What follows belongs to an exercise in optimizing a design on an open flow for small area and a short achievable clock period; a production flow would make more cautious choices. In this exercise RTL edits were held to simulation tests only and were not proved equivalent to the original.

## LEGLiteSingle
module LEGLiteSingle(
	output [15:0] iaddr,    
	output [15:0] daddr,    
	output        dwrite,   
	output        dread,    
	output [15:0] dwdata,   
	output [15:0] alu_out,  
	input         clock,
	input  [15:0] idata,    
	input  [15:0] ddata,    
	input         reset
	);
Size: roughly 620 cells after synthesis, ~130 flip-flops, roughly 100 I/O pins.
==> module leg_rd2, before the edit <==
module leg_rd2(input [6:0] s, input [6:0] d, input imm, input imm_b, input reg_b, input a, input m, output y, output b);
assign y = |(s & d);
assign b = (imm_b & imm) | (reg_b & y) | (a & m);
endmodule
==> flow/config.mk <==
export PLATFORM = sky130hd
export DESIGN_NAME = LEGLiteSingle
export DESIGN_NICKNAME = LEGLiteSingle
export VERILOG_FILES = /design/flow/design.v
export SDC_FILE = /design/flow/constraint.sdc
export NUM_CORES = 4
export LEC_CHECK = 0
export CAP_MARGIN = 20
export CORE_MARGIN = 2
export CORE_UTILIZATION = 40
export SETUP_SLACK_MARGIN = 2.8
export SLEW_MARGIN = 20
export SYNTH_HIERARCHICAL = 1
==> flow/constraint.sdc <==
create_clock -name core_clock -period 10.0 [get_ports {clock}]
set_input_delay 2.0000 -clock core_clock [delete_from_list [all_inputs] [get_ports {clock}]]
set_output_delay 2.0000 -clock core_clock [all_outputs]
set_load 0.01 [all_outputs]
standard.sh (not shown) runs the stock make flow with config.mk's settings and CLKGATE_MAP_FILE= SYNTH_SCRIPT=/design/flow/synth_recipe.tcl, a recipe that flattens the netlist after the stock synthesis.
==> flow/flow/run.sh <==
#!/bin/bash
# The standard ORFS layout with these changes:
#  - port buffers are buf_1 instead of the delay cell buffer_ports picks;
#  - after floorplan, logic cells that synthesis upsized are set back to their
#    smallest size (flow/downsize.tcl), so that repair upsizes only what
#    timing needs;
#  - clock tree from clkbuf_4 in clusters at most 30 um across, without dummy loads.
# ORFS writes each step's log under orfs/logs/; make's own output goes to
# standard.log.
set -euo pipefail
HERE=$(pwd)
bash standard.sh \
  "BUFFER_PORTS_ARGS=-buffer_cell sky130_fd_sc_hd__buf_1" \
  "POST_FLOORPLAN_TCL=$HERE/flow/downsize.tcl" \
  "CTS_ARGS=-sink_clustering_enable -repair_clock_nets -buf_list sky130_fd_sc_hd__clkbuf_4 -dont_use_dummy_load -sink_clustering_max_diameter 30" \
  finish > standard.log 2>&1
==> flow/flow/downsize.tcl <==
# Resize every logic cell that synthesis upsized back to its smallest drive
# strength; later repair steps upsize only what timing needs.
set n_down 0
foreach inst [[ord::get_db_block] getInsts] {
  set m [[$inst getMaster] getName]
  if {[string match "*df*" $m] || [string match "*conb*" $m] || [string match "*tap*" $m]} { continue }
  if {![regexp {^(sky130_fd_sc_hd__[a-z0-9]+)_([0-9]+)$} $m -> base drive]} { continue }
  foreach d {0 1 2} {
    if {$d >= $drive} { break }
    set cand ${base}_$d
    set lc [get_lib_cells -quiet */$cand]
    if {$lc == ""} { continue }
    if {[get_property $lc dont_use]} { continue }
    replace_cell [$inst getName] $cand
    incr n_down
    break
  }
}
puts "downsize: $n_down cells downsized"
Rerun with:
--- a/flow/design.v
+++ b/flow/design.v
@@ -38,10 +38,24 @@
 endmodule
 module leg_rd1(input [6:0] s, input [6:0] d, output y);
 assign y = |(s & d);
 endmodule
+module leg_aoi22(input a1, input a2, input b1, input b2, output y);
+assign y = ~((a1 & a2) | (b1 & b2));
+endmodule
+module leg_nand2(input a, input b, output y);
+assign y = ~(a & b);
+endmodule
+module leg_nand4(input a, input b, input c, input d, output y);
+assign y = ~(a & b & c & d);
+endmodule
 module leg_rd2(input [6:0] s, input [6:0] d, input imm, input imm_b, input reg_b, input a, input m, output y, output b);
-assign y = |(s & d);
+wire n0, n1, n2, n3;
+leg_aoi22 u_a0(.a1(s[0]), .a2(d[0]), .b1(s[1]), .b2(d[1]), .y(n0));
+leg_aoi22 u_a1(.a1(s[2]), .a2(d[2]), .b1(s[3]), .b2(d[3]), .y(n1));
+leg_aoi22 u_a2(.a1(s[4]), .a2(d[4]), .b1(s[5]), .b2(d[5]), .y(n2));
+leg_nand2 u_a3(.a(s[6]), .b(d[6]), .y(n3));
+leg_nand4 u_o(.a(n0), .b(n1), .c(n2), .d(n3), .y(y));
 assign b = (imm_b & imm) | (reg_b & y) | (a & m);
 endmodule
 module leg_gn(input a, input b, input nandi, output gn);
 assign gn = ~(a & b & nandi);
Final cell count is higher slightly.
Design area climbs slightly.
Die area grows by a few percent.
Clock-buffer cell count does not change.
Global-route usage is lower by 0.31 points.

-- afterwards: timing with drivers on the ports --
How much do the figures lean on ideal ports? The routed layouts below were timed once more, with nothing changed but the port constraints.
Step 1: set_driving_cell puts a clkbuf_16 on clock and a buf_2 on each other input, an assumption about the parent block.
Step 2, shift: input delay + t, output delay - t, t = (earliest + latest rising clock arrival at the registers) / 2. This alone moves slack from input paths to output paths.
a / b / c = ideal / step 1 / step 2; a / b = the first two.
run | t, ns | setup slack, ns | latest minus earliest clock arrival (ns) | slew at the worst register clock pin (ns) | cell pins on the clock port's net
the first run | 0.554 | 2.983 / 2.959 / 2.959 | 0.030 / 0.031 | 0.11 / 0.11 | 1
the second run | 0.565 | 2.938 / 2.913 / 2.913 | 0.034 / 0.034 | 0.11 / 0.11 | 1
After both steps setup and hold are still met in every run listed. The setup slack of the second run, which loses most, moves by -0.025 ns with the drivers and by -0.025 ns with both steps.
